This is an optimization exercise on Yosys and OpenROAD, whose aim is small area, not a production implementation.
At most, simulation tests tie the RTL to the original design; equivalence was not proved.
The RTL of runs 1 and 2 was laid out without a check of its function.
The clock port is modelled as an ideal driver; clocking choices that lean on that would not hold on a real chip.
No activity file was given, so power comes from the tool's default toggle rates.

==> design/flow/design.v <==
module popcount #(
	parameter W_IN = 8,
	parameter W_OUT = $clog2(W_IN + 1)
) (
	input  wire [W_IN-1:0]  din,
	output wire [W_OUT-1:0] dout
);
reg [W_OUT-1:0] accum;
integer i;
always @ (*) begin
	accum = {W_OUT{1'b0}};
	for (i = 0; i < W_IN; i = i + 1)
		accum = accum + din[i];
end
assign dout = accum;
endmodule
module tmds_minimise (
	input  wire [7:0] d,
	output wire [8:0] q_m
);
wire s1 = d[1] ^ d[2] ^ d[3];
wire c1 = d[1] & d[2] | d[1] & d[3] | d[2] & d[3];
wire s2 = d[4] ^ d[5] ^ d[6];
wire c2 = d[4] & d[5] | d[4] & d[6] | d[5] & d[6];
wire c3 = s1 & s2 | s1 & d[7] | s2 & d[7];
wire x = c1 & c2 | c1 & c3 | c2 & c3;
wire [7:0] pre;
assign pre[0] = d[0];
genvar i;
generate for (i = 1; i < 8; i = i + 1) begin: chain
	assign pre[i] = pre[i - 1] ^ d[i];
end endgenerate
assign q_m = {!x, pre ^ {4{x, 1'b0}}};
endmodule
module tmds_balance (
	input  wire [8:0] q_m,
	input  wire [3:0] imb,
	output wire [9:0] q,
	output wire [3:0] imb_next
);
wire [3:0] n_q;
popcount #(.W_IN(8)) pc_q (.din(q_m[7:0]), .dout(n_q));
wire b3 = n_q[3], b2 = n_q[2];
wire x = !q_m[8];
wire imb_zero = imb == 4'd0;
wire n_four = n_q == 4'd4;
wire n_low = !b3 && !b2;
wire inv = imb_zero || n_four ? x : (imb[3] == n_low);
assign q = {inv, q_m[8], q_m[7:0] ^ {8{inv}}};
wire [3:0] k = inv ? 4'd5 : 4'd11;
assign imb_next = imb + (n_q ^ {4{inv}}) + k + {3'b000, q_m[8]};
endmodule
module dvi_timing (
	input  wire clk,
	input  wire rst_n,
	input  wire en,
	output wire den_now,    
	output wire started,    
	output wire den3,       
	output wire vsync3,     
	output wire hsync3      
);
reg [2:0] en_d;
reg [1:0] age;
always @ (posedge clk or negedge rst_n) begin
	if (!rst_n) begin
		en_d <= 3'b000;
		age <= 2'd0;
	end else begin
		en_d <= {en_d[1:0], en};
		if (age != 2'd3)
			age <= age + 1'b1;
	end
end
assign started = age != 2'd0;
wire ready = age == 2'd3;
reg [3:0] h_lo;
reg [5:0] h_hi;
reg [9:0] v_pos;
wire h_lo_end  = &h_lo;
wire h_last    = h_hi[5] && h_hi[4] && h_hi[0];    
wire h_act_end = h_hi[5] && h_hi[4] && !h_hi[0];   
wire v_advance = h_act_end && h_lo_end;
wire v_last    = &v_pos[9:5] && v_pos[3] && v_pos[0];  
always @ (posedge clk) begin
	if (!en_d[2]) begin
		h_lo <= 4'd15;
		h_hi <= 6'd49;
		v_pos <= 10'd1001;
	end else begin
		h_lo <= h_lo + 1'b1;
		if (h_lo_end)
			h_hi <= h_last ? 6'd0 : h_hi + 1'b1;
		if (v_advance)
			v_pos <= v_last ? 10'd477 : v_pos + 1'b1;
	end
end
wire h_sync   = !(h_hi[5] || h_hi[4] || h_hi[3]) && !(h_hi[2] && h_hi[1]);  
wire h_active = (h_hi[5] || h_hi[4] || h_hi[3] && (h_hi[2] || h_hi[1] || h_hi[0])) && !h_last;  
wire v_sync   = !v_pos[9] && !v_pos[5] && !(&v_pos[4:0]);  
wire v_active = v_pos[9] && !(&v_pos[8:5]);                
wire lo_ge13   = h_lo[3] && h_lo[2] && (h_lo[1] || h_lo[0]);
wire h_is8     = h_hi == 6'd8;
wire h_ahead   = (h_active && !h_act_end) || (h_is8 && lo_ge13) || (h_act_end && !lo_ge13);
assign den_now = &en_d && h_ahead && v_active;
assign den3   = ready && h_active && v_active;
assign hsync3 = ready && !h_sync;
assign vsync3 = ready && !v_sync;
endmodule
module dvi_tx_parallel (
	input  wire       clk,
	input  wire       rst_n,
	input  wire       en,
	input  wire [7:0] r,
	input  wire [7:0] g,
	input  wire [7:0] b,
	output wire       rgb_rdy,
	output wire [9:0] tmds2,
	output wire [9:0] tmds1,
	output wire [9:0] tmds0
);
wire started, den3, vsync3, hsync3;
dvi_timing inst_dvi_timing (
	.clk     (clk),
	.rst_n   (rst_n),
	.en      (en),
	.den_now (rgb_rdy),
	.started (started),
	.den3    (den3),
	.vsync3  (vsync3),
	.hsync3  (hsync3)
);
wire [1:0] c3 = {vsync3, hsync3};
reg [23:0] p1, p2, p3;
always @ (posedge clk) begin
	p1 <= {r, g, b};
	p2 <= p1;
	p3 <= p2;
end
wire [8:0] m2, m1, m0;
tmds_minimise min2 (.d(p3[23:16]), .q_m(m2));
tmds_minimise min1 (.d(p3[15:8]),  .q_m(m1));
tmds_minimise min0 (.d(p3[7:0]),   .q_m(m0));
reg  [3:0] imb2, imb1, imb0;
wire [3:0] imb2_nxt, imb1_nxt, imb0_nxt;
wire [9:0] e2, e1, e0;
tmds_balance bal2 (.q_m(m2), .imb(imb2), .q(e2), .imb_next(imb2_nxt));
tmds_balance bal1 (.q_m(m1), .imb(imb1), .q(e1), .imb_next(imb1_nxt));
tmds_balance bal0 (.q_m(m0), .imb(imb0), .q(e0), .imb_next(imb0_nxt));
always @ (posedge clk) begin
	imb2 <= den3 ? imb2_nxt : 4'd0;
	imb1 <= den3 ? imb1_nxt : 4'd0;
	imb0 <= den3 ? imb0_nxt : 4'd0;
end
wire [9:0] ctl0 = {c3[1] ~^ c3[0], !c3[0], {3{c3[0], !c3[0]}}, c3[0], c3[0]};
wire [9:0] ctl00 = 10'b1101010100;
assign tmds2 = den3 ? e2 : ctl00 & {10{started}};
assign tmds1 = den3 ? e1 : ctl00 & {10{started}};
assign tmds0 = den3 ? e0 : ctl0  & {10{started}};
endmodule
==> design/flow/flow/run.sh <==
#!/bin/bash
# Layout flow: the standard flow, with an area-oriented synthesis (the
# logic mapped by each of the ABC scripts flow/abc_*.script, keeping the
# smallest, with no separate full/half-adder mapping), unit-size port buffers
# and a clock tree of small buffers without dummy loads, where each buffer
# whose output slew comes out high is then upsized (flow/post_cts.tcl).
set -euo pipefail
W=$(pwd)

# A private copy of ORFS's scripts whose synth.tcl calls my_abc_best
# (flow/abc_best.tcl) in place of its single abc call.
rm -rf "$W/scripts_area"
cp -r "$FLOW_HOME/scripts" "$W/scripts_area"
grep -q '^  log_cmd abc {\*}\$abc_args$' "$W/scripts_area/synth.tcl"
sed -i 's|^  log_cmd abc {\*}\$abc_args$|  source '"$W"'/flow/abc_best.tcl; my_abc_best $abc_args|' "$W/scripts_area/synth.tcl"
export FLOW_ABC_DIR="$W/flow"

bash standard.sh SCRIPTS_DIR="$W/scripts_area" ABC_AREA=1 ADDER_MAP_FILE= synth > "$W/synth.log" 2>&1

bash standard.sh \
	BUFFER_PORTS_ARGS="-buffer_cell sky130_fd_sc_hd__buf_1" \
	CTS_ARGS="-sink_clustering_enable -repair_clock_nets -buf_list sky130_fd_sc_hd__clkbuf_4 -dont_use_dummy_load" \
	POST_CTS_TCL="$W/flow/post_cts.tcl" \
	finish > "$W/layout.log" 2>&1
==> design/flow/flow/abc_1.script <==
strash
&get -n
&deepsyn -T 30
&put
dch -f
amap
topo
stime -c
==> design/flow/flow/abc_2.script <==
strash
dch -f
amap
topo
stime -c
==> design/flow/flow/abc_3.script <==
strash
dc2
dch -f
amap
topo
stime -c
==> design/flow/flow/abc_4.script <==
strash
&get -n
&st
&syn2
&dch -f
&nf -a -R 1000
&put
topo
stime -c
==> design/flow/flow/abc_best.tcl <==
# Maps the design's logic with each ABC script flow/abc_*.script and keeps the
# mapping with the smallest cell area. Replaces the single abc call in ORFS's
# synth.tcl; everything else in synthesis is unchanged.
proc my_abc_best { abc_args } {
  set scripts [lsort [glob $::env(FLOW_ABC_DIR)/abc_*.script]]
  set at [lsearch -exact $abc_args -script]
  set libs {}
  for {set i 0} {$i < [llength $abc_args]} {incr i} {
    if {[lindex $abc_args $i] eq "-liberty"} {
      lappend libs -liberty [lindex $abc_args [expr {$i + 1}]]
    }
  }
  design -save my_pre_abc
  set best ""
  set best_area 0
  foreach s $scripts {
    design -load my_pre_abc
    log_cmd abc {*}[lreplace $abc_args [expr {$at + 1}] [expr {$at + 1}] $s]
    set out [tee -q -s result.string stat {*}$libs]
    if {![regexp {Chip area for module '[^']*': ([0-9.]+)} $out -> area]} {
      error "my_abc_best: no area for $s"
    }
    puts "my_abc_best: [file tail $s] gives $area um2"
    if {$best eq "" || $area < $best_area} {
      set best $s
      set best_area $area
      design -save my_best_abc
    }
  }
  design -load my_best_abc
  puts "my_abc_best: kept [file tail $best] ($best_area um2)"
}
==> design/flow/flow/post_cts.tcl <==
proc my_upsize_clock_buffers {} {
  set limit [expr {[info exists ::env(FLOW_CLK_SLEW)] ? $::env(FLOW_CLK_SLEW) : 0.1}]
  set big [get_lib_cells sky130_fd_sc_hd__clkbuf_8]
  estimate_parasitics -placement
  set changed 0
  foreach inst [[ord::get_db_block] getInsts] {
    set m [[$inst getMaster] getName]
    if {![string match "sky130_fd_sc_hd__clkbuf_*" $m] || $m eq "sky130_fd_sc_hd__clkbuf_8" || $m eq "sky130_fd_sc_hd__clkbuf_16"} { continue }
    if {[[$inst findITerm X] getNet] eq "NULL"} { continue }
    set net [[$inst findITerm X] getNet]
    if {[$net getSigType] ne "CLOCK"} { continue }
    set pin [get_pins [$inst getName]/X]
    set s 0
    foreach rf {rise fall} { set v [get_property $pin slew_max_$rf]; if {$v > $s} { set s $v } }
    if {$s > $limit} {
      replace_cell [get_cells [$inst getName]] $big
      incr changed
      puts "my_upsize_clock_buffers: [$inst getName] $m slew $s -> clkbuf_8"
    }
  }
  if {$changed > 0} {
    estimate_parasitics -placement
    detailed_placement
  }
}
my_upsize_clock_buffers
==> design/flow/standard.sh <==
#!/bin/bash
# synth_recipe.tcl (not shown) runs the flow's synth.tcl, then flattens the netlist and writes it again
# the make line also repeats each setting of config.mk as NAME=value (left out here)
make -C /OpenROAD-flow-scripts/flow DESIGN_CONFIG=/design/flow/config.mk WORK_HOME=/design/flow/orfs CLKGATE_MAP_FILE= SYNTH_SCRIPT=/design/flow/synth_recipe.tcl "${@:-finish}"
==> design/flow/config.mk <==
export PLATFORM = sky130hd
export DESIGN_NAME = dvi_tx_parallel
export DESIGN_NICKNAME = dvi_tx_parallel
export VERILOG_FILES = /design/flow/design.v
export SDC_FILE = /design/flow/constraint.sdc
export NUM_CORES = 4
export LEC_CHECK = 0
export CAP_MARGIN = 20
export CORE_MARGIN = 2
export CORE_UTILIZATION = 75
export SLEW_MARGIN = 20
==> design/flow/constraint.sdc <==
create_clock -name core_clock -period 6.0 [get_ports {clk}]
set_input_delay 1.2000 -clock core_clock [delete_from_list [all_inputs] [get_ports {clk}]]
set_output_delay 1.2000 -clock core_clock [all_outputs]
set_load 0.01 [all_outputs]
==> results of run 1 <==
logic make-up after synthesis:
family / after synthesis / share of synthesized area (%)
AO/OA/AOI/OAI: 216 / 28.58
AND/OR/NAND/NOR: 174 / 16.24
flip-flops: 109 / 49.47
buffers and inverters: 68 / 5.721
metal layers:
metal	overflow	track usage (%)
met5	0	10.83
met4	22	77.97
met1	0	72.05
met3	0	53.11
met2	8	91.40
worst max path at each step:
stage,startpoint,endpoint,slack (ns),cells after the start
detailed placement,p3[2],tmds0[7],-0.23,30
global placement,p3[2],tmds0[7],0.02,30
floorplan,p3[17],tmds2[4],0.02,26
through the flow:
step | setup TNS, ns | cell area [µm²] | utilization, % | std cells | power, W
after detailed placement | -2.903 | 5032 | 86.01 | 734 | 0.001495
after global placement | 0 | 5032 | 86.01 | 734 | 0.001445
after floorplan | 0 | 4462 | - | 567 | 0.001280
power groups by stage:
stage | Clock (W) | Combinational (W) | Sequential [W]
floorplan | 0 | 0.000483 | 0.000797
global placement | 0 | 0.000644 | 0.000801
detailed placement | 0 | 0.000691 | 0.000805
==> flow_summary.ini, run 1 <==
[die]
fp-row-count = 28
die_h_um = 81.13
ioPinCount = 58
fp.dieW_um = 81.13
initial_core_util_pct = 76.26

[grt]
first_global_vias = 6668
grt_usage_pct = 72.65
grt_pass1_wl_um = 35940
grt_overflow = 30
grt_max_degree = 23

[run_status]
haltStage = global routing (5_1_grt)
status = stopped before the end
error = [ERROR GRT-0116] Global routing finished with congestion. Check the congestion regions in the DRC Viewer.

[synth]
syn-num-nets = 594
synth_seq_cells = 109
synth_area_mm2 = 0.004462
yosysMostFrequentCell = dfxtp_1
seq_area_frac_synth_pct = 49.47
yosys_warnings = 3
synth_common_cells = dfxtp_1 (104), nor2_1 (91), clkinv_1 (68)
synthTopCellsByArea = dfxtp_1 (47%), nor2_1 (7.7%), o21ai_0 (7.2%)
synth_top_cell_area_share_pct = 46.66
avgSynthCellArea_um2 = 7.869
syn_inst = 567
ys_async_sr_fraction_pct = 4.587
synth_top_area_cell = dfxtp_1
synthFlopType = dfxtp_1
synth_edf_count = 0
synth.distinct_cells = 28

[placed_design]
dp.final_hpwl_um = 7912
pre_cts_ws_ns = -0.2250
port-buffer-count = 57
routabilityCongestion = 0.9390

[cts]
numClockSinks = 109
==> run 2: changes to the inputs <==
--- a/design/flow/config.mk
+++ b/design/flow/config.mk
@@ -7,5 +7,5 @@
 export LEC_CHECK = 0
 export CAP_MARGIN = 20
 export CORE_MARGIN = 2
-export CORE_UTILIZATION = 75
+export CORE_UTILIZATION = 70
 export SLEW_MARGIN = 20
==> flow_summary.ini, run 2 <==
[run_status]
status = stopped before the end
haltStage = global routing (5_1_grt)
error = [ERROR DPL-0038] Utilization greater than 100%, impossible to legalize

[die]
fp-row-count = 29
die_h_um = 83.84
fp.dieW_um = 83.84
initial_core_util_pct = 71.49
ioPinCount = 58

[synth]
seq_area_frac_synth_pct = 49.47
synthMuxAreaShare_pct = 0
syn_inst = 567
avgSynthCellArea_um2 = 7.869
synth_compound_area_share_pct = 28.58
synth_edf_count = 0
synth_common_cells = dfxtp_1 (104), nor2_1 (91), clkinv_1 (68)
synth_top_area_cell = dfxtp_1
yosys_warnings = 3
synth_area_mm2 = 0.004462
synthTopCellsByArea = dfxtp_1 (47%), nor2_1 (7.7%), o21ai_0 (7.2%)
syn-num-nets = 594
synth_adder_area_share_pct = 0
synth-simple-area-share_pct = 16.24
synth_top_family_by_area = compound AO/OA/AOI/OAI gates
synthFlopType = dfxtp_1
synth-xor-area-share_pct = 0
yosysMostFrequentCell = dfxtp_1
synth.distinct_cells = 28
ys_async_sr_fraction_pct = 4.587
synth_seq_cells = 109
synth_top_cell_area_share_pct = 46.66

[grt]
grt_max_degree = 23

[placed_design]
port-buffer-count = 57
routabilityCongestion = 0.9796
dpl.cell_count = 738
dp.final_hpwl_um = 7482

[cts]
numClockSinks = 109

[timing]
endpoint_type = top-level output
grt_worst_setup_endpoint = tmds2[1]
-- run 2: cell counts after synthesis --
Identical to the previous run, type by type.
-- run 2: cells by family after synthesis --
group	Yosys count
AOI/OAI and AO/OA	216
and+or+nand+nor	174
DFF	109
buffers and inverters	68
-- run 2: through the flow --
step | util (%) | hold WS [ns] | setup slack [ns] | area (µm²) | power [W]
floorplan | - | 0.3096 | 0.02348 | 4462 | 0.001280
global placement | 80.91 | 0.3100 | 0.1829 | 5050 | 0.001456
detailed placement | 80.91 | 0.3121 | -0.1650 | 5050 | 0.001489
-- run 2: worst max path at each step --
stage,start,to,slack (ns),cells past startpoint
floorplan,p3[17],tmds2[4],0.02,26
detailed placement,p3[2],tmds0[7],-0.17,30
global placement,p3[9],tmds1[2],0.18,29
-- run 2: power groups by stage --
stage	registers (W)	logic [W]	clock network [W]
after detailed placement	0.000804	0.000685	0
after global placement	0.000801	0.000655	0
after floorplan	0.000797	0.000483	0
==> run 3: changes to the inputs <==
--- a/design/flow/design.v
+++ b/design/flow/design.v
@@ -131,16 +131,19 @@
 	.hsync3  (hsync3)
 );
 wire [1:0] c3 = {vsync3, hsync3};
-reg [23:0] p1, p2, p3;
+reg  [23:0] p1, p2;
+reg  [8:0]  m2, m1, m0;
+wire [8:0]  m2_nxt, m1_nxt, m0_nxt;
+tmds_minimise min2 (.d(p2[23:16]), .q_m(m2_nxt));
+tmds_minimise min1 (.d(p2[15:8]),  .q_m(m1_nxt));
+tmds_minimise min0 (.d(p2[7:0]),   .q_m(m0_nxt));
 always @ (posedge clk) begin
 	p1 <= {r, g, b};
 	p2 <= p1;
-	p3 <= p2;
+	m2 <= m2_nxt;
+	m1 <= m1_nxt;
+	m0 <= m0_nxt;
 end
-wire [8:0] m2, m1, m0;
-tmds_minimise min2 (.d(p3[23:16]), .q_m(m2));
-tmds_minimise min1 (.d(p3[15:8]),  .q_m(m1));
-tmds_minimise min0 (.d(p3[7:0]),   .q_m(m0));
 reg  [3:0] imb2, imb1, imb0;
 wire [3:0] imb2_nxt, imb1_nxt, imb0_nxt;
 wire [9:0] e2, e1, e0;
==> flow_summary.ini, run 3 <==
[synth]
synth_area_mm2 = 0.004572
yosysMostFrequentCell = dfxtp_1
avgSynthCellArea_um2 = 7.829
yosys_warnings = 3
synth_seq_cells = 112
synth_compound_area_share_pct = 25.34
synth_common_cells = dfxtp_1 (107), nor2_1 (100), clkinv_1 (78)
synth.distinct_cells = 37
ys_async_sr_fraction_pct = 4.464
synth_top_cell_area_share_pct = 46.85
synth_edf_count = 0
syn-num-nets = 611
synth_top_family_by_area = compound AO/OA/AOI/OAI gates
synthMuxAreaShare_pct = 0
synthFlopType = dfxtp_1
synth-xor-area-share_pct = 0
seq_area_frac_synth_pct = 49.59
synth_top_area_cell = dfxtp_1
synth-simple-area-share_pct = 18.66
synth_adder_area_share_pct = 0
synthTopCellsByArea = dfxtp_1 (47%), nor2_1 (8.2%), o22ai_1 (6.4%)
syn_inst = 584

[layout]
top_regs = p1 (24), p2 (24), inst_dvi_timing.v_pos (10)
post-route-util_pct = 78.84
final_cell_mix = dfxtp_1 (107), nor2_1 (100), clkinv_1 (78), buf_1 (57), a21oi_1 (56)
diodes = 0
area_delta_synth_final_pct = 9.496
drive_gt1_share_pct = 1.385
nNetsFinal = 679
fillers = 453
seqCellArea_mm2 = 0.002267
multi_input_comb_area_mm2 = 0.002012
final_common_cell = dfxtp_1

[run_status]
status = finished clean

[grt]
first_global_vias = 3764
grt_usage_pct = 25.45
antenna_found_initial = 0
grt_max_degree = 19
grt_pass1_wl_um = 15100
grt_overflow = 0

[routing]
first_pass_iters = 6
ant_nets = 0
wl_per_cell_um = 12.26
drt_iter0_drc = 239
drc = 0
wirelength_um = 8914
vias = 4179
vias_per_cell = 5.748

[cts]
cts.clk_slew.worst_paths_ns = 0.09
numClockSinks = 112
clk-insertion-delay-late_ns = 0.36
cts_tree = yes

[worst_setup_path]
arrival_ns = 3.98
worstSetupStartpointType = flop
crit_type = reg2out
endpoint_kind = output port
worstPathRequired_ns = 4.80
crit_fanout = 6

[die]
fp.dieW_um = 84.82
dieArea_mm2 = 0.007194
fp-row-count = 29
ioPinCount = 58
core_mm2 = 0.006350
die_h_um = 84.82
initial_core_util_pct = 72.00

[run]
max_cap_viol_count = 0

[placed_design]
dp.final_hpwl_um = 6872
routabilityCongestion = 0.9435
port-buffer-count = 57

[timing]
final.min_clock_period_ns = 5.185
fmax_mhz = 192.9
hold_viol = 0
rsz0062_at_grt = no
setup_viol = 0
finalMaxSlewViolations = 0
worst_pin_slew_ns = 0.7736
skew_ns = 0.02291
fin_crit_sh_pct = 86.41
max_slew_margin_pct = 47.77
setup_tns_ns = 0

[power_and_ir_drop]
leakage_nw = 1.902
powerDensity_mw_per_mm2 = 355.7
vdd.ir_drop.worst_v = 0.0002454

[min_path]
min_path_type = reg2reg
==> run 3: cell count changes after synthesis, sizes merged, moves of 8 or more <==
cell,delta
o21ai,-20
nor3,+11
clkinv,+10
nor2,+9
o221ai,-9
nor2b,+8
==> run 3: cells by family (layout without fill, tap and decap cells) <==
group                  Yosys count  in the layout
flip-flops                     112            112
AO/OA/AOI/OAI                  194            194
AND/OR/NAND/NOR                200            200
buffers and inverters           78            144
==> run 3: layer usage <==
metal / vias to the layer above / track usage (%) / share of wire [%] / routed length [µm]
li1: 2168 / - / - / -
met1: 1882 / 29.35 / 44 / 3882
met2: 114 / 45.24 / 50 / 4494
met3: 15 / 6.907 / 4.7 / 421
met4: 0 / 9.380 / 1.3 / 116
met5: - / 0 / 0 / 0
==> run 3: per-stage QoR <==
step | power (W) | std cells | worst slack (ns) | hold WS, ns | instance area (µm²)
finish | 0.001781 | 727 | 0.8153 | 0.3151 | 5006
detailed placement | 0.001443 | 718 | 1.328 | 0.3136 | 4882
floorplan | 0.001332 | 584 | 1.830 | 0.3096 | 4572
global placement | 0.001421 | 718 | 1.591 | 0.3102 | 4882
global route | 0.001908 | 727 | 0.5425 | 0.3306 | 5006
==> run 3: worst paths after layout <==
kind	from	slack [ns]	cells after the start	end
max	m0[6]	0.82	21	tmds0[4]
min	p1[6]	0.32	0	p2[6]
max reg2reg	m1[6]	1.66	25	imb1[2]
min reg2reg	p1[6]	0.32	0	p2[6]
max in group asynchronous	rst_n	5.12	1	inst_dvi_timing.en_d[2]
min in group asynchronous	rst_n	0.69	1	inst_dvi_timing.en_d[1]
==> run 3: area by class of cell <==
class	count	share of cell area, %
inverter	78	5.849
timing repair buffer	57	4.274
clock buffer	9	2.474
tap	77	1.925
sequential	112	45.29
multi-input combinational	394	40.19
==> run 3: critical path: stages (launching register included) <==
cell	delay (ns)
dfxtp_1	0.38
clkinv_1	0.13
o22ai_1	0.20
nor2_1	0.10
a21o_1	0.18
nand2_1	0.07
o21a_1	0.13
nand2_1	0.10
o21a_1	0.13
or2_0	0.24
nor2_1	0.13
o21a_1	0.17
nor2_1	0.08
and3_1	0.18
a21oi_1	0.12
o22ai_1	0.11
clkinv_1	0.09
a21oi_1	0.06
o21ai_0	0.48
nand2_1	0.19
o22ai_1	0.16
buf_1	0.18
==> run 3: where the power goes <==
group | switching (W) | internal [W] | total (W)
Sequential | 0.0000486 | 0.000803 | 0.000852
Combinational | 0.000373 | 0.000217 | 0.000590
Clock | 0.000204 | 0.000135 | 0.000339
==> run 4: changes to the inputs <==
--- a/design/flow/config.mk
+++ b/design/flow/config.mk
@@ -7,5 +7,5 @@
 export LEC_CHECK = 0
 export CAP_MARGIN = 20
 export CORE_MARGIN = 2
-export CORE_UTILIZATION = 70
+export CORE_UTILIZATION = 80
 export SLEW_MARGIN = 20
==> flow_summary.ini, run 4 <==
[worst_setup_path]
endpoint_kind = output port
slowest_stage = dfxtp_1
reg2reg_from = m2[3]
crit_type = reg2out
slowest_delay_ns = 0.38
r2r_cells = 24
worstPathRequired_ns = 4.80
crit_fanout = 6
cpMostUsedCell = nor2_1
critPathLaunch = m2[3]
arrival_ns = 4.16
worstReg2RegEnd = imb2[3]
path_cells = clkinv_1, o22ai_1, nor2_1, a21o_1, o21ai_0, nor2_1, nand3_1, o21a_1, nor2_1, o21ai_0, o21ai_0, nor3b_1, nor2_1, a21oi_1, nand2_1, nand2_1, o22ai_1, buf_1
worstSetupStartpointType = flop
worstSetupEndpoint = tmds2[6]
ff2ff_setup_slack_ns = 1.03

[routing]
drc = 0
ant_nets = 0
vias = 4698
drt_iter0_drc = 511
wl_per_cell_um = 16.74
first_pass_iters = 5
vias_per_cell = 6.507
wirelength_um = 12090

[power_and_ir_drop]
powerDensity_mw_per_mm2 = 370.0
p_int_w = 0.001156
p_sw_w = 0.0006941
sw_frac_of_total_pct = 37.53
leakage_nw = 1.902
seqPwrFrac_pct = 46.2
vdd.ir_drop.worst_v = 0.0003016
clockPowerShare_pct = 18.9
power_frac_comb_pct = 34.9

[placed_design]
dp.final_hpwl_um = 8076
port-buffer-count = 57
routabilityCongestion = 0.9444
placed_cell_area_mm2 = 0.004876

[die]
ioPinCount = 58
core_mm2 = 0.005507
fp.dieW_um = 79.60
fp-row-count = 27
die_h_um = 79.60
initial_core_util_pct = 83.03
dieArea_mm2 = 0.006335

[timing]
fin_crit_sh_pct = 89.40
rsz0062_at_grt = no
max_slew_margin_pct = 47.48
final.min_clock_period_ns = 5.364
setup_tns_ns = 0
skew_ns = 0.01319
worst_pin_slew_ns = 0.7779
setup_viol = 0
finalMaxSlewViolations = 0
hold_viol = 0
fmax_mhz = 186.4

[synth]
synth_edf_count = 0
ys_async_sr_fraction_pct = 4.464
seq_area_frac_synth_pct = 49.59
syn_inst = 584
avgSynthCellArea_um2 = 7.829
synthFlopType = dfxtp_1
yosys_warnings = 3
synth.distinct_cells = 37
yosysMostFrequentCell = dfxtp_1
synth_top_cell_area_share_pct = 46.85
synthTopCellsByArea = dfxtp_1 (47%), nor2_1 (8.2%), o22ai_1 (6.4%)
synth_seq_cells = 112
synth_top_area_cell = dfxtp_1
synth_common_cells = dfxtp_1 (107), nor2_1 (100), clkinv_1 (78)
syn-num-nets = 611
synth_area_mm2 = 0.004572

[layout]
nNetsFinal = 679
fillers = 244
drive_gt1_share_pct = 1.385
final_common_cell = dfxtp_1
diodes = 0
postLayoutCellArea_mm2 = 0.005000
area_delta_synth_final_pct = 9.360
multi_input_comb_area_mm2 = 0.002012
post-route-util_pct = 90.80
seqCellArea_mm2 = 0.002267
final_cell_mix = dfxtp_1 (107), nor2_1 (100), clkinv_1 (78), buf_1 (57), a21oi_1 (56)
top_regs = p1 (24), p2 (24), inst_dvi_timing.v_pos (10)

[cts]
numClockSinks = 112
clk-insertion-delay-late_ns = 0.37
cts_tree = yes
cts.clk_slew.worst_paths_ns = 0.09

[grt]
antenna_found_initial = 0
grt_pass1_wl_um = 19550
grt_max_degree = 18
grt_usage_pct = 39.71
first_global_vias = 4435
grt_overflow = 0

[min_path]
min_path_type = reg2reg

[run]
max_cap_viol_count = 0

[run_status]
status = finished clean
## run 4: metrics by stage
| stage | worst slack [ns] | hold WS (ns) | total power [W] | instances |
|---|---|---|---|---|
| floorplan | 1.830 | 0.3096 | 0.001332 | 584 |
| global placement | 1.605 | 0.3096 | 0.001415 | 713 |
| detailed placement | 1.358 | 0.3121 | 0.001459 | 713 |
| global route | 0.03514 | 0.3396 | 0.001941 | 722 |
| finish | 0.6363 | 0.3343 | 0.001850 | 722 |
## run 4: logic make-up (layout without fill, tap and decap cells)
| group | after synthesis | count (layout) | share of synthesized area (%) |
|---|---|---|---|
| buffers and inverters | 78 | 144 | 6.404 |
| AOI/OAI and AO/OA | 194 | 194 | 25.34 |
| and+or+nand+nor | 200 | 200 | 18.66 |
| DFF | 112 | 112 | 49.59 |
## run 4: worst min path at each step
stage / to / start / slack [ns] / cells after the start
after floorplan: p2[0] / p1[0] / 0.31 / 0
after global placement: p2[16] / p1[16] / 0.31 / 0
after detailed placement: p2[11] / p1[11] / 0.31 / 0
after global routing: p2[11] / p1[11] / 0.34 / 0
final: p2[11] / p1[11] / 0.33 / 0
## run 4: power by group through the flow
stage / Sequential, W / Combinational [W] / Clock (W)
finish: 0.000854 / 0.000646 / 0.000349
global route: 0.000861 / 0.000712 / 0.000368
detailed placement: 0.000867 / 0.000592 / 0
global placement: 0.000863 / 0.000552 / 0
floorplan: 0.000855 / 0.000478 / 0
## run 4: cell type report
| type | count | area share (%) |
|---|---|---|
| clock buffers | 9 | 2.477 |
| repair buffers | 57 | 4.279 |
| well taps | 72 | 1.802 |
| inverters | 78 | 5.856 |
| flip-flops and latches | 112 | 45.35 |
| multi-input cells | 394 | 40.24 |
## run 4: critical path, delay by kind of cell, from the launching register on
kind	cells	cell delay [ns]
flops	1	0.38
buf+inv	2	0.27
compound gates	8	1.91
simple gates	8	1.24
## run 4: per-layer routing
| metal | global-route usage, % | up-vias | wire (µm) |
|---|---|---|---|
| li1 | - | 2171 | - |
| met1 | 43.38 | 2060 | 4264 |
| met2 | 71.26 | 365 | 6155 |
| met3 | 6.900 | 102 | 1073 |
| met4 | 23.97 | 0 | 595 |
| met5 | 0 | - | 0 |
==> run 5: changes to the inputs <==
--- a/design/flow/config.mk
+++ b/design/flow/config.mk
@@ -7,5 +7,5 @@
 export LEC_CHECK = 0
 export CAP_MARGIN = 20
 export CORE_MARGIN = 2
-export CORE_UTILIZATION = 80
+export CORE_UTILIZATION = 75
 export SLEW_MARGIN = 20
==> flow_summary.ini, run 5 <==
[routing]
wl_met1_um = 3889
first_pass_iters = 7
wirelength_um = 9864
wl_per_cell_um = 13.61
ant_nets = 0
wl_met3_um = 545
routed-wl-met2_um = 5195
drt_iter0_drc = 198
vias_per_cell = 5.990
highest_layer = met4
drc = 0
vias = 4343

[worst_setup_path]
crit_fanout = 6
worstSetupStartpointType = flop
worstPathRequired_ns = 4.80
crit_type = reg2out
slowest_stage = o21ai_0
r2r_cells = 25
path_cells = clkinv_1, o22ai_1, nor2_1, a21o_1, nand2_1, o21a_1, nand2_1, o21a_1, or2_0, nor2_1, o21a_1, nor2_1, and3_1, a21oi_1, o22ai_1, clkinv_1, a21oi_1, o21ai_0, nand2_1, o22ai_1, buf_1
endpoint_kind = output port
arrival_ns = 3.92
slowest_delay_ns = 0.47

[min_path]
min_path_type = reg2reg
whs_path_depth = 0

[grt]
grt_overflow = 0
first_global_vias = 3847
grt_pass1_wl_um = 15350
antenna_found_initial = 0
grt_max_degree = 19
grt_usage_pct = 29.53

[synth]
synth_area_mm2 = 0.004572
synth_top_family_by_area = compound AO/OA/AOI/OAI gates
synth_edf_count = 0
synth_compound_area_share_pct = 25.34
syn_inst = 584
synth_seq_cells = 112
synth-xor-area-share_pct = 0
yosys_warnings = 3
synth-simple-area-share_pct = 18.66
synth.distinct_cells = 37
synthFlopType = dfxtp_1
yosysMostFrequentCell = dfxtp_1
syn-num-nets = 611
seq_area_frac_synth_pct = 49.59
ys_async_sr_fraction_pct = 4.464
synth_top_area_cell = dfxtp_1
avgSynthCellArea_um2 = 7.829
synthTopCellsByArea = dfxtp_1 (47%), nor2_1 (8.2%), o22ai_1 (6.4%)
synth_adder_area_share_pct = 0
synth_top_cell_area_share_pct = 46.85
synthMuxAreaShare_pct = 0
synth_common_cells = dfxtp_1 (107), nor2_1 (100), clkinv_1 (78)

[power_and_ir_drop]
leakage_nw = 1.902
powerDensity_mw_per_mm2 = 361.4
vdd.ir_drop.worst_v = 0.0003016

[placed_design]
routabilityCongestion = 0.9299
port-buffer-count = 57
dp.final_hpwl_um = 7431
pre_cts_ws_ns = 1.363

[timing]
skew_ns = 0.01666
setup_slack_ns = 0.8849
setup_tns_ns = 0
worst_pin_slew_ns = 0.8948
fin_crit_sh_pct = 85.25
fmax_mhz = 195.5
hold_viol = 0
final.min_clock_period_ns = 5.115
finalMaxSlewViolations = 0
setup_viol = 0
max_slew_margin_pct = 39.59
rsz0062_at_grt = no

[die]
core_mm2 = 0.005921
dieArea_mm2 = 0.006736
initial_core_util_pct = 77.22
fp-row-count = 28
die_h_um = 82.08
fp.dieW_um = 82.08
ioPinCount = 58

[cts]
cts_tree = yes
numClockSinks = 112
cts.clk_slew.worst_paths_ns = 0.08
clk-insertion-delay-late_ns = 0.36

[run]
max_cap_viol_count = 0

[layout]
top_regs = p1 (24), p2 (24), inst_dvi_timing.v_pos (10)
area_delta_synth_final_pct = 9.442
final_common_cell = dfxtp_1
nNetsFinal = 679
diodes = 0
final_cell_mix = dfxtp_1 (107), nor2_1 (100), clkinv_1 (78), buf_1 (57), a21oi_1 (56)
fillers = 372
drive_gt1_share_pct = 1.385

[run_status]
status = finished clean
## run 5: final cells by class
cell class	count	area (µm²)	area share (%)
multi-input cells	394	2012	40.21
inverters	78	292.8	5.851
repair buffers	57	214.0	4.276
well taps	75	93.84	1.875
clock buffers	9	123.9	2.476
flip-flops and latches	112	2267	45.31
## run 5: per-stage QoR
step                total power (W)  hold slack (ns)  area, µm²  util [%]  cells
detailed placement         0.001462           0.3121       4880     82.42    716
floorplan                  0.001332           0.3096       4572         -    584
finish                     0.001808           0.3285       5004     84.51    725
global placement           0.001417           0.3095       4880     82.42    716
global route               0.001918           0.3370       5004     84.51    725
## run 5: cells by family after synthesis
logic type	Yosys count
DFF	112
buffers and inverters	78
and+or+nand+nor	200
AOI/OAI and AO/OA	194
## run 5: power breakdown
group          leakage (nW)  switching [W]  internal [W]
Sequential            0.946      0.0000494      0.000803
Clock                0.0647       0.000206      0.000135
Combinational         0.891       0.000397      0.000218
## run 5: worst paths after layout
path	startpoint	end	slack (ns)
setup / recovery	m0[6]	tmds0[4]	0.88
hold / removal	p1[14]	p2[14]	0.33
max in group asynchronous	rst_n	inst_dvi_timing.age[0]	5.10
hold reg to reg	p1[14]	p2[14]	0.33
setup reg to reg	m1[6]	imb1[2]	1.55
min in group asynchronous	rst_n	inst_dvi_timing.age[1]	0.68
## run 5: critical path, delay by kind of cell (launching register included)
family                 cells  cell delay (ns)
AOI/OAI and AO/OA         10             1.72
buffers and inverters      3             0.37
DFF                        1             0.37
and+or+nand+nor            8             1.12
## run 5: layer usage
metal	global-route usage [%]	up-vias
li1	-	2173
met1	29.49	1981
met4	10.67	0
met2	58.13	159
met3	7.253	30
met5	0	-
==> run 6: changes to the inputs <==
==> design/flow/flow/abc_5.script (new file) <==
strash
&get -n
&deepsyn -T 30
&put
dch -f
amap
mfs3 -a
topo
stime -c
==> design/flow/flow/abc_6.script (new file) <==
strash
&get -n
&deepsyn -T 30 -S 5
&put
dch -f
amap -F 4 -A 10
topo
stime -c
==> design/flow/flow/post_cts.tcl (replaced) <==
proc my_clock_buffer_slew { name } {
  set pin [get_pins $name/X]
  set s 0
  foreach rf {rise fall} {
    set v [get_property $pin slew_max_$rf]
    if {$v > $s} { set s $v }
  }
  return $s
}

proc my_upsize_clock_buffers {} {
  set limit [expr {[info exists ::env(FLOW_CLK_SLEW)] ? $::env(FLOW_CLK_SLEW) : 0.1}]
  set sizes {sky130_fd_sc_hd__buf_6 sky130_fd_sc_hd__clkbuf_8 sky130_fd_sc_hd__buf_8 sky130_fd_sc_hd__clkbuf_16}
  estimate_parasitics -placement
  set bufs {}
  foreach inst [[ord::get_db_block] getInsts] {
    set m [[$inst getMaster] getName]
    if {![string match "sky130_fd_sc_hd__clkbuf_*" $m]} { continue }
    set net [[$inst findITerm X] getNet]
    if {$net eq "NULL" || [$net getSigType] ne "CLOCK"} { continue }
    lappend bufs [$inst getName]
  }
  set changed 0
  foreach name $bufs {
    set s [my_clock_buffer_slew $name]
    if {$s <= $limit} { continue }
    foreach cell $sizes {
      replace_cell [get_cells $name] [get_lib_cells $cell]
      estimate_parasitics -placement
      set s2 [my_clock_buffer_slew $name]
      if {$s2 <= $limit} { break }
    }
    incr changed
    puts "my_upsize_clock_buffers: $name slew $s -> $cell, slew $s2"
  }
  if {$changed > 0} {
    detailed_placement
  }
}
my_upsize_clock_buffers
--- a/design/flow/config.mk
+++ b/design/flow/config.mk
@@ -7,5 +7,5 @@
 export LEC_CHECK = 0
 export CAP_MARGIN = 20
 export CORE_MARGIN = 2
-export CORE_UTILIZATION = 75
+export CORE_UTILIZATION = 70
 export SLEW_MARGIN = 20
==> flow_summary.ini, run 6 <==
[placed_design]
placed_cell_area_mm2 = 0.004875
routabilityCongestion = 0.9163
dpl.cell_count = 710
dp.final_hpwl_um = 7049
port-buffer-count = 57

[layout]
postLayoutCellArea_mm2 = 0.004989
final_cell_mix = dfxtp_1 (107), nor2_1 (94), clkinv_1 (73), buf_1 (57), a21oi_1 (56)
drive_gt1_share_pct = 1.402
area_delta_synth_final_pct = 9.293
instances_no_fill = 719
diodes = 0
nNetsFinal = 671
top_regs = p1 (24), p2 (24), inst_dvi_timing.v_pos (10)
final_common_cell = dfxtp_1

[worst_setup_path]
worstPathRequired_ns = 4.80
worstSetupStartpointType = flop
critPathLaunch = m0[6]
endpoint_kind = output port
arrival_ns = 4.06
crit_type = reg2out
reg2reg_from = m1[6]
r2r_cells = 25
crit_fanout = 6

[power_and_ir_drop]
leakage_nw = 1.880
p_sw_w = 0.0006349
vdd.ir_drop.worst_v = 0.0002858
power_frac_comb_pct = 33.2
power_w = 0.001788
seqPwrFrac_pct = 47.7
powerDensity_mw_per_mm2 = 358.5
clockPowerShare_pct = 19.1
sw_frac_of_total_pct = 35.50
p_int_w = 0.001153

[synth]
synthMuxAreaShare_pct = 0
synth_compound_area_share_pct = 25.93
synth_edf_count = 0
synth_top_cell_area_share_pct = 46.93
synth_seq_cells = 112
synth_area_mm2 = 0.004564
yosys_warnings = 3
avgSynthCellArea_um2 = 7.924
synth_top_area_cell = dfxtp_1
ys_async_sr_fraction_pct = 4.464
synth-xor-area-share_pct = 0
yosysMostFrequentCell = dfxtp_1
synth_adder_area_share_pct = 0
syn_inst = 576
synthFlopType = dfxtp_1
syn-num-nets = 603
synth_top_family_by_area = compound AO/OA/AOI/OAI gates
synth-simple-area-share_pct = 18.39
synth.distinct_cells = 38
seq_area_frac_synth_pct = 49.67
synthTopCellsByArea = dfxtp_1 (47%), nor2_1 (7.7%), o22ai_1 (6.4%)
synth_common_cells = dfxtp_1 (107), nor2_1 (94), clkinv_1 (73)

[grt]
grtUsageMet3_pct = 6.391
grt_pass1_wl_um = 15730
antenna_found_initial = 0
top_usage_layer = met2
met2_usage_pct = 48.89
grt_overflow = 0
first_global_vias = 3871
grt_usage_pct = 26.89
grt_max_degree = 20
grt_use_met1_pct = 30.30

[routing]
vias = 4187
wirelength_um = 9177
ant_nets = 0
wl_per_cell_um = 12.76
drc = 0
vias_per_cell = 5.823
first_pass_iters = 4
drt_iter0_drc = 169

[cts]
cts.clk_slew.worst_paths_ns = 0.10
numClockSinks = 112
clk-insertion-delay-late_ns = 0.34
cts_tree = yes

[die]
fp.dieW_um = 84.75
dieArea_mm2 = 0.007183
initial_core_util_pct = 72.29
fp-row-count = 29
ioPinCount = 58
die_h_um = 84.75
core_mm2 = 0.006314

[timing]
rsz0062_at_grt = no
fin_crit_sh_pct = 87.60
max_slew_margin_pct = 41.23
hold_viol = 0
fmax_mhz = 190.3
setup_tns_ns = 0
finalMaxSlewViolations = 0
setup_viol = 0
worst_pin_slew_ns = 0.8704
final.min_clock_period_ns = 5.256
skew_ns = 0.04985

[min_path]
whs_path_depth = 0
min_path_type = reg2reg
hold_start = p1[1]

[run]
max_cap_viol_count = 0

[run_status]
status = finished clean
==> run 6: cell type report <==
cell class	count	area (µm²)
timing repair buffer	57	214.0
clock buffer	9	113.9
fill	466	1325
sequential	112	2267
multi-input combinational	391	2023
inverter	73	274.0
tap	77	96.34
==> run 6: kinds of logic after synthesis <==
family	after synthesis
AND/OR/NAND/NOR	194
buffers and inverters	73
flip-flops	112
AO/OA/AOI/OAI	197
==> run 6: per-layer routing <==
layer / vias up / part of all wire [%]
met5: - / 0
met4: 0 / 1.6
met3: 18 / 4.2
met2: 100 / 52
met1: 1901 / 42
li1: 2168 / -
==> run 6: worst paths after layout <==
kind	end	slack, ns
worst max-delay path	tmds0[4]	0.74
worst min-delay path	p2[1]	0.30
worst max register to register	imb1[2]	1.75
worst min register to register	p2[1]	0.30
max in group asynchronous	inst_dvi_timing.age[0]	5.07
min in group asynchronous	inst_dvi_timing.en_d[0]	0.68
==> run 6: power by group through the flow <==
| stage | registers (W) | clock network (W) | logic [W] |
|---|---|---|---|
| floorplan | 0.000855 | 0 | 0.000478 |
| global placement | 0.000864 | 0 | 0.000553 |
| detailed placement | 0.000868 | 0 | 0.000583 |
| global route | 0.000861 | 0.000375 | 0.000679 |
| finish | 0.000853 | 0.000342 | 0.000594 |
==> run 6: through the flow <==
step           hold slack, ns  utilization, %  worst slack (ns)
2_1_floorplan          0.3096               -             1.845
3_3_place_gp           0.3096           77.21             1.535
3_5_place_dp           0.3121           77.21             1.253
5_1_grt                0.2936           79.01            0.3032
6_report               0.2958           79.01            0.7440
==> run 6: critical path, stage by stage, from the launching register on <==
cell	delay, ns
dfxtp_1	0.38
clkinv_1	0.12
o22ai_1	0.20
nor2_1	0.08
a21o_1	0.17
nand2_1	0.07
o21a_1	0.17
nand2_1	0.11
o21a_1	0.13
a41o_1	0.22
nor2_1	0.13
o21a_1	0.19
nor2_1	0.09
and3_1	0.19
a21oi_1	0.13
o22ai_1	0.10
clkinv_1	0.08
a21oi_1	0.06
o21ai_0	0.54
nand2_1	0.20
o22ai_1	0.17
buf_1	0.19
==> run 7: changes to the inputs <==
--- a/design/flow/design.v
+++ b/design/flow/design.v
@@ -42,8 +42,8 @@
 popcount #(.W_IN(8)) pc_q (.din(q_m[7:0]), .dout(n_q));
 wire b3 = n_q[3], b2 = n_q[2];
 wire x = !q_m[8];
-wire imb_zero = imb == 4'd0;
-wire n_four = n_q == 4'd4;
+wire imb_zero = imb[2:0] == 3'd0;
+wire n_four = n_q[2:0] == 3'd4;
 wire n_low = !b3 && !b2;
 wire inv = imb_zero || n_four ? x : (imb[3] == n_low);
 assign q = {inv, q_m[8], q_m[7:0] ^ {8{inv}}};
==> flow_summary.ini, run 7 <==
[synth]
ys_async_sr_fraction_pct = 4.464
synth_area_mm2 = 0.004549
synthFlopType = dfxtp_1
avgSynthCellArea_um2 = 7.953
synth_top_cell_area_share_pct = 47.08
syn_inst = 572
seq_area_frac_synth_pct = 49.83
synth.distinct_cells = 30
yosysMostFrequentCell = dfxtp_1
synth_seq_cells = 112
syn-num-nets = 599
synth_edf_count = 0
synthTopCellsByArea = dfxtp_1 (47%), nor2_1 (7.0%), o21ai_0 (6.8%)
synth_common_cells = dfxtp_1 (107), nor2_1 (85), clkinv_1 (74)
yosys_warnings = 3
synth_top_area_cell = dfxtp_1

[layout]
postLayoutCellArea_mm2 = 0.004967
nNetsFinal = 667
area_delta_synth_final_pct = 9.186
instances_no_fill = 715
top_regs = p1 (24), p2 (24), inst_dvi_timing.v_pos (10)
final_cell_mix = dfxtp_1 (107), nor2_1 (85), clkinv_1 (73), o21ai_0 (62), buf_1 (57)
diodes = 0
drive_gt1_share_pct = 1.567
final_common_cell = dfxtp_1
post-route-util_pct = 78.68

[timing]
worst_pin_slew_ns = 0.8193
hold-worst-slack_ns = 0.3327
final.min_clock_period_ns = 5.448
skew_ns = 0.04181
setup_viol = 0
max_slew_margin_pct = 45.23
hold_viol = 0
rsz0062_at_grt = no
fmax_mhz = 183.5
finalMaxSlewViolations = 0
setup_tns_ns = 0
fin_crit_sh_pct = 90.80

[worst_setup_path]
ff2ff_setup_slack_ns = 1.38
crit_fanout = 8
endpoint_kind = output port
worstPathRequired_ns = 4.80
arrival_ns = 4.25
worstSetupStartpointType = flop
crit_type = reg2out

[placed_design]
placed_cell_area_mm2 = 0.004860
routabilityCongestion = 0.9354
port-buffer-count = 57
dpl.cell_count = 706
dp.final_hpwl_um = 6765

[die]
initial_core_util_pct = 72.06
ioPinCount = 58
core_mm2 = 0.006314
fp.dieW_um = 84.62
fp-row-count = 29
dieArea_mm2 = 0.007160
die_h_um = 84.62

[cts]
cts.clk_slew.worst_paths_ns = 0.09
cts_tree = yes
numClockSinks = 112
clk-insertion-delay-late_ns = 0.32

[routing]
ant_nets = 0
wirelength_um = 8867
drc = 0
vias_per_cell = 5.790
vias = 4140
first_pass_iters = 5
drt_iter0_drc = 192
wl_per_cell_um = 12.40

[power_and_ir_drop]
leakage_nw = 1.865
p_int_w = 0.001117
powerDensity_mw_per_mm2 = 351.9
seqPwrFrac_pct = 49.0
power_frac_comb_pct = 32.1
p_sw_w = 0.0006314
vdd.ir_drop.worst_v = 0.0002284
sw_frac_of_total_pct = 36.12
clockPowerShare_pct = 18.9

[grt]
first_global_vias = 3728
grt_pass1_wl_um = 14970
grt_overflow = 0
grt_max_degree = 23
antenna_found_initial = 0
grt_usage_pct = 25.38

[run]
max_cap_viol_count = 0

[run_status]
status = finished clean

[min_path]
min_path_type = reg2reg
## run 7: cell types whose count changed after synthesis, moves of 5 or more
cell / change
o221ai_1: +12
or2_0: +5
o21ai_0: +17
nor2b_1: -9
nor3_1: -7
nor2_1: -9
o21a_1: -8
## run 7: cell type report
type,instances,area (µm²)
Fill cell,465,1346
Sequential cell,112,2267
Multi-Input combinational cell,386,2004
Timing Repair Buffer,57,214.0
Clock buffer,9,107.6
Tap cell,77,96.34
Inverter,74,277.8
## run 7: kinds of logic after synthesis
family          after synthesis  share of synthesized area (%)
compound gates              210                          27.61
buf+inv                      74                          6.106
flops                       112                          49.83
simple gates                174                          16.06
xor+xnor                      2                         0.3851
## run 7: worst max-delay path: stages (launching register included)
cell	delay (ns)
dfxtp_1	0.37
clkinv_1	0.11
o22ai_1	0.21
nor2_1	0.08
a21o_1	0.17
nand2_1	0.08
o21ai_0	0.12
o21ai_0	0.23
nor2_1	0.10
a21oi_1	0.17
nand2_1	0.11
nor2_1	0.18
a21oi_1	0.06
nor2_1	0.18
clkinv_1	0.19
a31oi_1	0.27
clkinv_1	0.10
o22ai_1	0.32
clkinv_1	0.15
or2_0	0.36
o22ai_1	0.19
buf_1	0.21
## run 7: per-layer routing
layer	track usage, %	wire length [µm]
met3	6.195	350
met5	0	0
met4	9.957	175
met1	28.66	3811
met2	45.88	4529
## run 7: power by group through the flow
stage | Combinational [W] | Sequential [W] | Clock [W]
3_5_place_dp | 0.000549 | 0.000871 | 0
2_1_floorplan | 0.000449 | 0.000859 | 0
6_report | 0.000561 | 0.000857 | 0.000330
5_1_grt | 0.000650 | 0.000864 | 0.000364
3_3_place_gp | 0.000519 | 0.000868 | 0
## run 7: final timing paths
path | startpoint | end | cells past startpoint
setup / recovery | m2[1] | tmds2[5] | 21
hold / removal | p1[8] | p2[8] | 0
setup reg to reg | m2[1] | imb2[3] | 27
hold reg to reg | p1[8] | p2[8] | 0
max in group asynchronous | rst_n | inst_dvi_timing.en_d[0] | 1
min in group asynchronous | rst_n | inst_dvi_timing.en_d[2] | 1
## run 7: per-stage QoR
| step | setup slack (ns) | total power, W |
|---|---|---|
| detailed placement | 0.9296 | 0.001420 |
| global placement | 1.168 | 0.001387 |
| finish | 0.5517 | 0.001748 |
| floorplan | 1.520 | 0.001308 |
| global route | 0.07197 | 0.001877 |
==> run 8: changes to the inputs <==
--- a/design/flow/design.v
+++ b/design/flow/design.v
@@ -18,12 +18,9 @@
 	input  wire [7:0] d,
 	output wire [8:0] q_m
 );
-wire s1 = d[1] ^ d[2] ^ d[3];
-wire c1 = d[1] & d[2] | d[1] & d[3] | d[2] & d[3];
-wire s2 = d[4] ^ d[5] ^ d[6];
-wire c2 = d[4] & d[5] | d[4] & d[6] | d[5] & d[6];
-wire c3 = s1 & s2 | s1 & d[7] | s2 & d[7];
-wire x = c1 & c2 | c1 & c3 | c2 & c3;
+wire [2:0] n_d;
+popcount #(.W_IN(7)) pc_d (.din(d[7:1]), .dout(n_d));
+wire x = n_d[2];
 wire [7:0] pre;
 assign pre[0] = d[0];
 genvar i;
==> design/flow/flow/abc_5.script (replaced) <==
strash
&get -n
&deepsyn -T 30 -S 5
&put
dch -f
amap
topo
stime -c
==> flow_summary.ini, run 8 <==
[cts]
numClockSinks = 112
cts.clk_slew.worst_paths_ns = 0.10
clk-insertion-delay-late_ns = 0.34
cts_tree = yes

[power_and_ir_drop]
clockPowerShare_pct = 19.4
vdd.ir_drop.worst_v = 0.0002485
seqPwrFrac_pct = 47.8
power_frac_comb_pct = 32.8
sw_frac_of_total_pct = 36.13
p_sw_w = 0.0006502
p_int_w = 0.001149
leakage_nw = 1.898
powerDensity_mw_per_mm2 = 362.2
power_w = 0.001800

[worst_setup_path]
crit_type = reg2out
worstPathRequired_ns = 4.80
crit_fanout = 7
worstSetupStartpointType = flop
endpoint_kind = output port
arrival_ns = 4.00

[die]
core_mm2 = 0.006314
fp-row-count = 29
dieArea_mm2 = 0.007124
ioPinCount = 58
initial_core_util_pct = 71.68
die_h_um = 84.41
fp.dieW_um = 84.41

[run]
max_cap_viol_count = 0

[placed_design]
placed_cell_area_mm2 = 0.004850
routabilityCongestion = 0.9531
dp.final_hpwl_um = 6703
port-buffer-count = 57

[synth]
syn-num-nets = 609
synth_area_mm2 = 0.004526
ys_async_sr_fraction_pct = 4.464
synth_edf_count = 0
synth.distinct_cells = 31
yosysMostFrequentCell = dfxtp_1
synth_seq_cells = 112
syn_inst = 582
seq_area_frac_synth_pct = 50.10
yosys_warnings = 4
synthTopCellsByArea = dfxtp_1 (47%), nor2_1 (8.3%), o21ai_0 (8.3%)
synth_common_cells = dfxtp_1 (107), nor2_1 (100), o21ai_0 (75)
synth_top_cell_area_share_pct = 47.33
avgSynthCellArea_um2 = 7.776
synth_top_area_cell = dfxtp_1
synthFlopType = dfxtp_1

[routing]
wl_per_cell_um = 12.07
drt_iter0_drc = 164
vias_per_cell = 5.599
ant_nets = 0
first_pass_iters = 5
drc = 0
wirelength_um = 8765
vias = 4065

[timing]
setup_viol = 0
fin_crit_sh_pct = 86.62
worst_pin_slew_ns = 0.6873
finalMaxSlewViolations = 0
rsz0062_at_grt = no
skew_ns = 0.04898
hold_viol = 0
setup_tns_ns = 0
fmax_mhz = 192.4
final.min_clock_period_ns = 5.197
max_slew_margin_pct = 53.70

[grt]
grt_max_degree = 21
antenna_found_initial = 0
grt_pass1_wl_um = 14860
grt_usage_pct = 25.42
grt_overflow = 0
first_global_vias = 3742

[layout]
drive_gt1_share_pct = 1.695
fillers = 447
top_regs = p1 (24), p2 (24), inst_dvi_timing.v_pos (10)
area_delta_synth_final_pct = 9.787
nNetsFinal = 678
final_cell_mix = dfxtp_1 (107), nor2_1 (100), o21ai_0 (75), nand2_1 (71), clkinv_1 (61)
postLayoutCellArea_mm2 = 0.004969
post-route-util_pct = 78.70
diodes = 0
final_common_cell = dfxtp_1

[run_status]
status = finished clean

[min_path]
min_path_type = reg2reg
run 8: changes by cell type after synthesis, sizes merged, moves of 3 or more:
cell | previous run | this run
nor2 | 85 | 100
a31oi | 3 | 8
or2 | 8 | 1
xnor2 | 0 | 4
clkinv | 74 | 61
o221ai | 15 | 9
nor3 | 10 | 13
nand2 | 52 | 71
o22ai | 46 | 22
and2 | 8 | 5
a21oi | 52 | 58
o21ai | 62 | 75
run 8: logic make-up after synthesis:
logic type             count (synthesis)  share of synthesized area, %
AO/OA/AOI/OAI                        204                         26.07
XOR/XNOR                               4                        0.7740
buffers and inverters                 61                         5.059
flip-flops                           112                         50.10
AND/OR/NAND/NOR                      201                         18.00
run 8: cell type report:
type	count	area (µm²)	area share [%]
Sequential cell	112	2267	45.63
Multi-Input combinational cell	409	2036	40.97
Inverter	61	229.0	4.608
Timing Repair Buffer	58	221.5	4.457
Clock buffer	9	118.9	2.392
Tap cell	77	96.34	1.939
run 8: critical path, cell delays in order, from the launching register on:
cell,delay [ns]
dfxtp_1,0.38
clkinv_1,0.09
o22ai_1,0.21
nor2_1,0.08
a21o_1,0.16
nand2_1,0.06
o21ai_0,0.10
o21ai_0,0.26
nor2_1,0.10
a21oi_1,0.16
nand2_1,0.10
nor2_1,0.17
a21oi_1,0.06
nor2_1,0.18
clkinv_1,0.18
a31oi_1,0.23
o211ai_1,0.10
o21ai_0,0.22
clkinv_1,0.34
nand2_1,0.20
o221ai_1,0.14
buf_1,0.16
run 8: worst paths after layout:
path                             from                      end  slack (ns)  cells after the start
worst max-delay path            m0[1]                 tmds0[2]        0.80                     21
worst min-delay path            p1[6]                    p2[6]        0.31                      0
worst max register to register  m2[0]                  imb2[3]        1.50                     25
worst min register to register  p1[6]                    p2[6]        0.31                      0
max in group asynchronous       rst_n   inst_dvi_timing.age[1]        5.05                      1
min in group asynchronous       rst_n  inst_dvi_timing.en_d[0]        0.73                      1
run 8: power by group through the flow:
stage          Clock [W]  Combinational (W)  Sequential [W]
2_1_floorplan          0           0.000481        0.000861
3_3_place_gp           0           0.000551        0.000871
3_5_place_dp           0           0.000581        0.000875
5_1_grt         0.000382           0.000685        0.000868
6_report        0.000348           0.000591        0.000860
run 8: metal layers:
layer  vias to the layer above  routed length, µm  track usage (%)  part of all wire (%)
met1                      1800               3887            29.87                    44
li1                       2166                  -                -                     -
met5                         -                  0                0                     0
met3                        15                361            5.408                   4.1
met4                         0                167            10.82                   1.9
met2                        84               4347            44.95                    50
run 8: through the flow:
| stage | setup WS [ns] | hold slack (ns) | std cells |
|---|---|---|---|
| after floorplan | 1.116 | 0.3096 | 582 |
| after global placement | 1.353 | 0.3095 | 717 |
| after detailed placement | 1.181 | 0.3121 | 717 |
| after global routing | 0.2397 | 0.3292 | 726 |
| final | 0.8027 | 0.3142 | 726 |
==> run 9: changes to the inputs <==
--- a/design/flow/flow/post_cts.tcl
+++ b/design/flow/flow/post_cts.tcl
@@ -10,7 +10,8 @@
 
 proc my_upsize_clock_buffers {} {
   set limit [expr {[info exists ::env(FLOW_CLK_SLEW)] ? $::env(FLOW_CLK_SLEW) : 0.1}]
-  set sizes {sky130_fd_sc_hd__buf_6 sky130_fd_sc_hd__clkbuf_8 sky130_fd_sc_hd__buf_8 sky130_fd_sc_hd__clkbuf_16}
+  set root_limit [expr {[info exists ::env(FLOW_CLK_ROOT_SLEW)] ? $::env(FLOW_CLK_ROOT_SLEW) : 0.25}]
+  set sizes {sky130_fd_sc_hd__buf_6 sky130_fd_sc_hd__clkbuf_8 sky130_fd_sc_hd__buf_8 sky130_fd_sc_hd__buf_12 sky130_fd_sc_hd__clkbuf_16}
   estimate_parasitics -placement
   set bufs {}
   foreach inst [[ord::get_db_block] getInsts] {
@@ -22,13 +23,21 @@
   }
   set changed 0
   foreach name $bufs {
+    # Only the clock pins' slew is limited: a buffer that drives no register
+    # may have a slower output.
+    set lim $limit
+    set leaf 0
+    foreach it [[[[[ord::get_db_block] findInst $name] findITerm X] getNet] getITerms] {
+      if {[[$it getMTerm] getName] eq "CLK"} { set leaf 1 }
+    }
+    if {!$leaf} { set lim $root_limit }
     set s [my_clock_buffer_slew $name]
-    if {$s <= $limit} { continue }
+    if {$s <= $lim} { continue }
     foreach cell $sizes {
       replace_cell [get_cells $name] [get_lib_cells $cell]
       estimate_parasitics -placement
       set s2 [my_clock_buffer_slew $name]
-      if {$s2 <= $limit} { break }
+      if {$s2 <= $lim} { break }
     }
     incr changed
     puts "my_upsize_clock_buffers: $name slew $s -> $cell, slew $s2"
==> flow_summary.ini, run 9 <==
[run_status]
status = finished clean

[worst_setup_path]
slowest_stage = o21ai_0
critPathTopFamily = compound AO/OA/AOI/OAI gates
arrival_ns = 4.13
slowest_delay_ns = 0.58
reg2reg_from = m2[0]
worstPathRequired_ns = 4.80
crit_fanout = 8
crit_type = reg2out
path_cells = clkinv_1, o22ai_1, nor2_1, a21o_1, nand2_1, o21ai_0, o21ai_0, nand2_1, o21a_1, nand2_1, nand2_1, and2_0, nor2_1, a31oi_1, o21ai_0, nand2_1, o22ai_1, buf_1
endpoint_kind = output port
cpMostUsedCell = nand2_1
worstSetupStartpointType = flop
crit_buf_inv = 2
critPathLaunch = m2[0]

[timing]
max_slew_margin_pct = 53.26
setup_tns_ns = 0
hold_viol = 0
rsz0062_at_grt = no
setup_viol = 0
final.min_clock_period_ns = 5.334
skew_ns = 0.06043
worst_pin_slew_ns = 0.6938
fin_crit_sh_pct = 88.90
finalMaxSlewViolations = 0
fmax_mhz = 187.5

[synth]
synth_seq_cells = 112
synthFlopType = dfxtp_1
ys_async_sr_fraction_pct = 4.464
syn-num-nets = 609
synth_adder_area_share_pct = 0
synthMuxAreaShare_pct = 0
synth_area_mm2 = 0.004526
synth_top_family_by_area = compound AO/OA/AOI/OAI gates
yosys_warnings = 4
synth_top_area_cell = dfxtp_1
yosysMostFrequentCell = dfxtp_1
synth_common_cells = dfxtp_1 (107), nor2_1 (100), o21ai_0 (75)
synth_compound_area_share_pct = 26.07
synthTopCellsByArea = dfxtp_1 (47%), nor2_1 (8.3%), o21ai_0 (8.3%)
synth_edf_count = 0
avgSynthCellArea_um2 = 7.776
synth.distinct_cells = 31
synth-xor-area-share_pct = 0.7741
synth-simple-area-share_pct = 18.00
synth_top_cell_area_share_pct = 47.33
seq_area_frac_synth_pct = 50.10
syn_inst = 582

[placed_design]
dpl.cell_count = 717
port-buffer-count = 57
dp.final_hpwl_um = 6703
placed_cell_area_mm2 = 0.004850
routabilityCongestion = 0.9531

[routing]
ant_nets = 0
first_pass_iters = 5
vias = 4050
wirelength_um = 8729
drc = 0
drt_iter0_drc = 178
wl_per_cell_um = 12.02
vias_per_cell = 5.579

[grt]
grt_overflow = 0
first_global_vias = 3730
grt_max_degree = 21
grt_usage_pct = 25.35
antenna_found_initial = 0
grt_pass1_wl_um = 14820

[layout]
post-route-util_pct = 78.42
area_delta_synth_final_pct = 9.400
nNetsFinal = 678
final_cell_mix = dfxtp_1 (107), nor2_1 (100), o21ai_0 (75), nand2_1 (71), clkinv_1 (61)
final_common_cell = dfxtp_1
drive_gt1_share_pct = 1.695
postLayoutCellArea_mm2 = 0.004951
instances_no_fill = 726
diodes = 0
top_regs = p1 (24), p2 (24), inst_dvi_timing.v_pos (10)

[die]
die_h_um = 84.41
dieArea_mm2 = 0.007124
initial_core_util_pct = 71.68
fp.dieW_um = 84.41
core_mm2 = 0.006314
fp-row-count = 29
ioPinCount = 58

[cts]
cts.clk_slew.worst_paths_ns = 0.10
numClockSinks = 112
clk-insertion-delay-late_ns = 0.47
cts_tree = yes

[power_and_ir_drop]
power_w = 0.001774
vdd.ir_drop.worst_v = 0.0002467
powerDensity_mw_per_mm2 = 358.3
leakage_nw = 1.890

[min_path]
min_path_type = reg2reg
hold_start = p1[6]

[run]
max_cap_viol_count = 0
[run 9: kinds of logic (layout without fill, tap and decap cells)]
| family | Yosys count | after routing |
|---|---|---|
| AO/OA/AOI/OAI | 204 | 204 |
| AND/OR/NAND/NOR | 201 | 201 |
| XOR/XNOR | 4 | 4 |
| buffers and inverters | 61 | 128 |
| flip-flops | 112 | 112 |
[run 9: metal layers]
metal / track usage (%) / routed length, µm / vias up
met3: 5.703 / 341 / 16
met1: 29.85 / 3899 / 1790
met5: 0 / 0 / -
li1: - / - / 2164
met4: 10.39 / 159 / 0
met2: 44.73 / 4327 / 80
[run 9: worst reg2reg max path, stage by stage, from the launching register on]
cell and delay (ns):
dfxtp_1 0.37, clkinv_1 0.10, o22ai_1 0.22, nor2_1 0.08, a21o_1 0.17, nand2_1 0.06
o21ai_0 0.11, o21ai_0 0.25, nand2_1 0.11, o21a_1 0.13, nand2_1 0.09, nand2_1 0.07
and2_0 0.18, nor2_1 0.25, a31oi_1 0.15, o21ai_0 0.58, nor2_1 0.08, a21oi_1 0.20
nor2_1 0.10, a21o_1 0.17, and2_0 0.20, o21ai_0 0.27, nor2_1 0.09, a21oi_1 0.16
xnor2_1 0.13, nor2_1 0.05
[run 9: path summary, 6_finish.rpt]
check | end | slack (ns) | depth (start not counted)
max | tmds2[3] | 0.67 | 18
min | p2[6] | 0.32 | 0
min reg2reg | p2[6] | 0.32 | 0
max reg2reg | imb2[3] | 1.49 | 25
max in group asynchronous | inst_dvi_timing.age[1] | 5.17 | 1
min in group asynchronous | inst_dvi_timing.en_d[0] | 0.61 | 1
[run 9: per-stage QoR]
stage	setup slack [ns]	hold WS, ns
global route	0.08556	0.3295
global placement	1.353	0.3095
detailed placement	1.181	0.3121
finish	0.6660	0.3151
floorplan	1.116	0.3096
[run 9: final cells by class]
type / instances / area (µm²)
flip-flops and latches: 112 / 2267
multi-input cells: 409 / 2036
fillers: 446 / 1363
inverters: 61 / 229.0
repair buffers: 58 / 221.5
clock buffers: 9 / 101.3
well taps: 77 / 96.34
[run 9: power by group]
group / total [W] / internal [W] / switching [W]
registers: 0.000860 / 0.000807 / 0.0000531
logic: 0.000590 / 0.000203 / 0.000387
clock network: 0.000324 / 0.000115 / 0.000209

static timing again, ports no longer ideal:
How much do the figures lean on ideal ports? The routed layouts below were timed once more, with nothing changed but the port constraints. Step 1 sets driving cells, clkbuf_16 on the clock port and buf_2 on the other inputs (assumed; they add their load-dependent delay and slew). Step 2 adds t to the input delays and takes it off the output delays; t is the mean of the earliest and latest rising clock arrival at the registers after step 1. Input paths then give back, and output paths get back, about the clock's delay inside the block. Three values: ideal, step 1, step 2; two values: the first two.
run	shift t [ns]	setup slack, ns	worst hold slack (ns)	clock arrival spread, ns
run 3	0.381	0.815 / 0.785 / 1.166	0.315 / 0.315 / 0.315	0.025 / 0.025
run 4	0.393	0.636 / 0.604 / 0.996	0.334 / 0.334 / 0.334	0.014 / 0.013
run 5	0.379	0.885 / 0.854 / 1.232	0.329 / 0.329 / 0.329	0.020 / 0.021
run 6	0.346	0.744 / 0.710 / 1.056	0.296 / 0.296 / 0.296	0.050 / 0.050
run 7	0.340	0.552 / 0.515 / 0.855	0.333 / 0.333 / 0.333	0.042 / 0.042
run 8	0.349	0.803 / 0.767 / 1.115	0.314 / 0.314 / 0.314	0.049 / 0.049
run 9	0.474	0.666 / 0.636 / 1.110	0.315 / 0.315 / 0.315	0.061 / 0.061
After both steps every run listed still meets setup and hold.
